Context: an optimization exercise on an open-source flow, tuned for small area and a short achievable clock period. The choices shown serve that exercise and are no tape-out recipe. In this exercise RTL edits were held to simulation tests only and were not proved equivalent to the original. Power and IR drop assume default switching activity.

## bfu_dif_top
module bfu_dif_top
  #(parameter  Q_POINT = 8,
    parameter  TW_ROM_DEPTH = 4,
    parameter ADDR_W = $clog2(TW_ROM_DEPTH),
    parameter TW_ROM_FILE = "tw_rom_p_8_st_1_q_8.mem")
   (
     input clk,
     input reset_n,
     input [31:0] a,
     input [31:0] b,
     input [ADDR_W-1:0] tw_addr,
     output [31:0] c_plus,
     output [31:0] c_minus
   );
Size in the first run: roughly 1,700 cells after synthesis, about 440 flip-flops, about 130 I/O pins, roughly 18,000 um^2 of cells after synthesis.
clock: 6.5 ns
lec_check: 0
cap_margin: 20
core_margin: 2
core_utilization: 40
setup_slack_margin: 3.7
slew_margin: 20
standard.sh (not shown) runs the stock make flow with config.mk's settings and CLKGATE_MAP_FILE= SYNTH_SCRIPT=/design/flow/synth_recipe.tcl, a recipe that flattens the netlist after the stock synthesis.
==> flow/flow/run.sh <==
#!/bin/bash
# Standard layout, with the ports buffered by buf_2 cells instead of the
# cell buffer_ports picks by default. Each ORFS step logs under orfs/logs/.
set -euo pipefail
bash standard.sh BUFFER_PORTS_ARGS="-buffer_cell sky130_fd_sc_hd__buf_2" finish > standard.log 2>&1
Rerun with:
==> flow/flow/run.sh (replaced) <==
#!/bin/bash
# Standard layout, with the ports buffered by buf_2 cells instead of the
# cell buffer_ports picks by default, and a clock tree with larger sink
# clusters and no dummy loads. Each ORFS step logs under orfs/logs/.
set -euo pipefail
bash standard.sh BUFFER_PORTS_ARGS="-buffer_cell sky130_fd_sc_hd__buf_2" \
  CTS_ARGS="-sink_clustering_enable -repair_clock_nets -dont_use_dummy_load -sink_clustering_size 30 -sink_clustering_max_diameter 80" \
  finish > standard.log 2>&1
- SETUP_SLACK_MARGIN: 3.7 -> 4.0
- The changed run completed with no timing, DRC or antenna violations
- non-clock buffer count went up by 53
- first-iteration DRC count went down by 31%
- power went down by 7.6%
- die area stays the same
- sequential power hardly moves
- design area went down by 0.67%
Rerun with:
- SETUP_SLACK_MARGIN: 4.0 -> 4.2
What happened: The new run ran to the end with no violations; combinational power goes up by about 4%; fmax goes down by 1.8%; setup slack is worse by 47 ps; cell area goes up by 2.4%.
Rerun with:
- CORE_UTILIZATION: 40 -> 60
- PLACE_DENSITY: not set -> 0.75
- SETUP_SLACK_MARGIN: 4.2 -> 4.0
The new run produced a clean layout; final area goes down by 4.4%; count of clock-buffer cells in the layout goes down by 7; routed wire length goes down by 5.1%; sequential power goes down by about 0.9%; critical path depth does not change.

========
## trial 63
Another version of the RTL of bfu_dif_top (not shown whole).
Size in the first run: about 1,700 cells after synthesis, about 130 I/O pins, ~0.018 mm2 of cells after synthesis.
==> flow/config.mk <==
export PLATFORM = sky130hd
export DESIGN_NAME = bfu_dif_top
export DESIGN_NICKNAME = bfu_dif_top
export VERILOG_FILES = /design/flow/design.v
export SDC_FILE = /design/flow/constraint.sdc
export NUM_CORES = 4
export LEC_CHECK = 0
export CAP_MARGIN = 20
export CORE_MARGIN = 2
export CORE_UTILIZATION = 40
export GPL_TIMING_DRIVEN = 0
export SETUP_SLACK_MARGIN = 4.1
export SLEW_MARGIN = 20
==> flow/constraint.sdc <==
create_clock -name core_clock -period 6.5 [get_ports {clk}]
set_input_delay 1.3000 -clock core_clock [delete_from_list [all_inputs] [get_ports {clk}]]
set_output_delay 1.3000 -clock core_clock [all_outputs]
set_load 0.01 [all_outputs]
==> flow/flow/run.sh <==
#!/bin/bash
# Standard layout, with the ports buffered by buf_2 cells instead of the
# cell buffer_ports picks by default, and a clock tree with larger sink
# clusters and no dummy loads. Each ORFS step logs under orfs/logs/.
set -euo pipefail
bash standard.sh BUFFER_PORTS_ARGS="-buffer_cell sky130_fd_sc_hd__buf_2" \
  CTS_ARGS="-sink_clustering_enable -repair_clock_nets -dont_use_dummy_load -sink_clustering_size 18 -sink_clustering_max_diameter 60 -buf_list sky130_fd_sc_hd__clkbuf_8" \
  finish > standard.log 2>&1
Trial 63 finished all stages; the layout is clean.
Setup changes, trial 63 to trial 20
Settings: removing GPL_TIMING_DRIVEN (formerly 0); changing SETUP_SLACK_MARGIN from 4.1 to 4.15.
--- a/flow/flow/run.sh
+++ b/flow/flow/run.sh
@@ -6,3 +6,3 @@
 bash standard.sh BUFFER_PORTS_ARGS="-buffer_cell sky130_fd_sc_hd__buf_2" \
-  CTS_ARGS="-sink_clustering_enable -repair_clock_nets -dont_use_dummy_load -sink_clustering_size 18 -sink_clustering_max_diameter 60 -buf_list sky130_fd_sc_hd__clkbuf_8" \
+  CTS_ARGS="-sink_clustering_enable -repair_clock_nets -dont_use_dummy_load -sink_clustering_size 30 -sink_clustering_max_diameter 80" \
   finish > standard.log 2>&1
==> results.txt <==
- Trial 20 vs trial 63: number of cells in the design after placement down by a few percent
- In trial 20 the overall power turned out 0.00012 W higher than in trial 63.
- Largest net degree at the start of global routing came out higher on trial 20 than on trial 63.
- Against trial 63, trial 20 reports a clock distribution area overhead in the final layout that is higher.
- Lower cell-internal power was reported by trial 63, not trial 20.
- Mux share of post-synthesis cell area came out exactly the same in trial 20 and trial 63.

========
bfu_dif_top again, from the RTL that the note above started with.
// bfu_dif_top
module bfu_dif_top
  #(parameter  Q_POINT = 8,
    parameter  TW_ROM_DEPTH = 4,
    parameter ADDR_W = $clog2(TW_ROM_DEPTH),
    parameter TW_ROM_FILE = "tw_rom_p_8_st_1_q_8.mem")
   (
     input clk,
     input reset_n,
     input [31:0] a,
     input [31:0] b,
     input [ADDR_W-1:0] tw_addr,
     output [31:0] c_plus,
     output [31:0] c_minus
   );
  function [11:0] kmul;
    input k;
    input [3:0] n;
    begin
      kmul[0] = (k & ~n[3] & ~n[2] & ~n[1] & n[0]) | (k & ~n[3] & ~n[2] & n[1] & n[0]) | (k & ~n[3] & n[2] & ~n[1] & n[0]) | (k & ~n[3] & n[2] & n[1] & n[0]) | (k & n[3] & ~n[2] & ~n[1] & n[0]) | (k & n[3] & ~n[2] & n[1] & n[0]) | (k & n[3] & n[2] & ~n[1] & n[0]) | (k & n[3] & n[2] & n[1] & n[0]);
      kmul[1] = (k & ~n[3] & ~n[2] & n[1] & ~n[0]) | (k & ~n[3] & ~n[2] & n[1] & n[0]) | (k & ~n[3] & n[2] & n[1] & ~n[0]) | (k & ~n[3] & n[2] & n[1] & n[0]) | (k & n[3] & ~n[2] & n[1] & ~n[0]) | (k & n[3] & ~n[2] & n[1] & n[0]) | (k & n[3] & n[2] & n[1] & ~n[0]) | (k & n[3] & n[2] & n[1] & n[0]);
      kmul[2] = (k & ~n[3] & ~n[2] & ~n[1] & n[0]) | (k & ~n[3] & ~n[2] & n[1] & n[0]) | (k & ~n[3] & n[2] & ~n[1] & ~n[0]) | (k & ~n[3] & n[2] & n[1] & ~n[0]) | (k & n[3] & ~n[2] & ~n[1] & n[0]) | (k & n[3] & ~n[2] & n[1] & n[0]) | (k & n[3] & n[2] & ~n[1] & ~n[0]) | (k & n[3] & n[2] & n[1] & ~n[0]);
  ...
==> flow/config.mk <==
export PLATFORM = sky130hd
export DESIGN_NAME = bfu_dif_top
export DESIGN_NICKNAME = bfu_dif_top
export VERILOG_FILES = /design/flow/design.v
export SDC_FILE = /design/flow/constraint.sdc
export NUM_CORES = 4
export LEC_CHECK = 0
export CAP_MARGIN = 20
export CORE_MARGIN = 2
export CORE_UTILIZATION = 40
export SETUP_SLACK_MARGIN = 4.1
export SLEW_MARGIN = 20
export TNS_END_PERCENT = 10
==> flow/constraint.sdc <==
create_clock -name core_clock -period 6.5 [get_ports {clk}]
set_input_delay 1.3000 -clock core_clock [delete_from_list [all_inputs] [get_ports {clk}]]
set_output_delay 1.3000 -clock core_clock [all_outputs]
set_load 0.01 [all_outputs]
==> flow/flow/run.sh <==
#!/bin/bash
# Standard layout, with the ports buffered by buf_2 cells instead of the
# cell buffer_ports picks by default, and a clock tree with larger sink
# clusters and no dummy loads. Each ORFS step logs under orfs/logs/.
set -euo pipefail
bash standard.sh BUFFER_PORTS_ARGS="-buffer_cell sky130_fd_sc_hd__buf_2" \
  CTS_ARGS="-sink_clustering_enable -repair_clock_nets -dont_use_dummy_load -sink_clustering_size 18 -sink_clustering_max_diameter 60 -buf_list sky130_fd_sc_hd__clkbuf_8" \
  finish > standard.log 2>&1
The starting point ran to the end with no violations.
Edit:
==> flow/flow/run.sh (replaced) <==
#!/bin/bash
# Standard layout, with the ports buffered by buf_2 cells instead of the
# cell buffer_ports picks by default, and a clock tree with larger sink
# clusters and no dummy loads. Each ORFS step logs under orfs/logs/.
set -euo pipefail
bash standard.sh BUFFER_PORTS_ARGS="-buffer_cell sky130_fd_sc_hd__buf_2" \
  CTS_ARGS="-sink_clustering_enable -repair_clock_nets -dont_use_dummy_load -sink_clustering_size 30 -sink_clustering_max_diameter 80" \
  finish > standard.log 2>&1
--- a/flow/config.mk
+++ b/flow/config.mk
@@ -9,5 +9,4 @@
 export CORE_MARGIN = 2
 export CORE_UTILIZATION = 40
-export SETUP_SLACK_MARGIN = 4.1
+export SETUP_SLACK_MARGIN = 3.85
 export SLEW_MARGIN = 20
-export TNS_END_PERCENT = 10
Outcome: The changed run went through all stages and came out clean. Hold slack got worse by 31 ps. Cell area falls by 0.40%. Register-to-register slack got worse by 160 ps.

[re-timing with driven ports]
How much do the figures lean on ideal ports? The routed layouts below were timed once more, with nothing changed but the port constraints.
Step 1 (the two cells are an assumption about what drives the block):
set clk [get_ports {clk}]
set_driving_cell -lib_cell sky130_fd_sc_hd__clkbuf_16 $clk
set_driving_cell -lib_cell sky130_fd_sc_hd__buf_2 [delete_from_list [all_inputs] $clk]
Step 2 also shifts input and output timing later by t, the mid clock arrival at the registers, as if the neighbouring blocks saw the same clock.
a / b / c = ideal / step 1 / step 2; a / b = the first two.
run	shift t [ns]	setup WS [ns]	hold slack, ns	worst register clock-pin slew, ns
the first run of note 1	0.625	3.829 / 3.829 / 3.418	0.316 / 0.316 / 0.316	0.06 / 0.06
the second run of note 1	0.595	3.988 / 3.988 / 3.520	0.273 / 0.273 / 0.273	0.10 / 0.10
the third run of note 1	0.594	3.941 / 3.941 / 3.625	0.265 / 0.265 / 0.265	0.10 / 0.10
the fourth run of note 1	0.556	3.915 / 3.915 / 3.510	0.295 / 0.295 / 0.295	0.10 / 0.10
trial 63	0.631	4.100 / 4.052 / 3.650	0.299 / 0.299 / 0.299	0.11 / 0.11
trial 20	0.598	4.167 / 4.115 / 3.640	0.281 / 0.281 / 0.281	0.10 / 0.10
the first run of note 3	0.627	4.105 / 4.057 / 3.680	0.282 / 0.282 / 0.282	0.10 / 0.10
the second run of note 3	0.599	3.949 / 3.949 / 3.640	0.251 / 0.251 / 0.251	0.11 / 0.11
After both steps every run listed still meets setup and hold. For trial 20, which loses most, drivers alone change the setup slack by -0.052 ns; drivers and shift together by -0.527 ns.
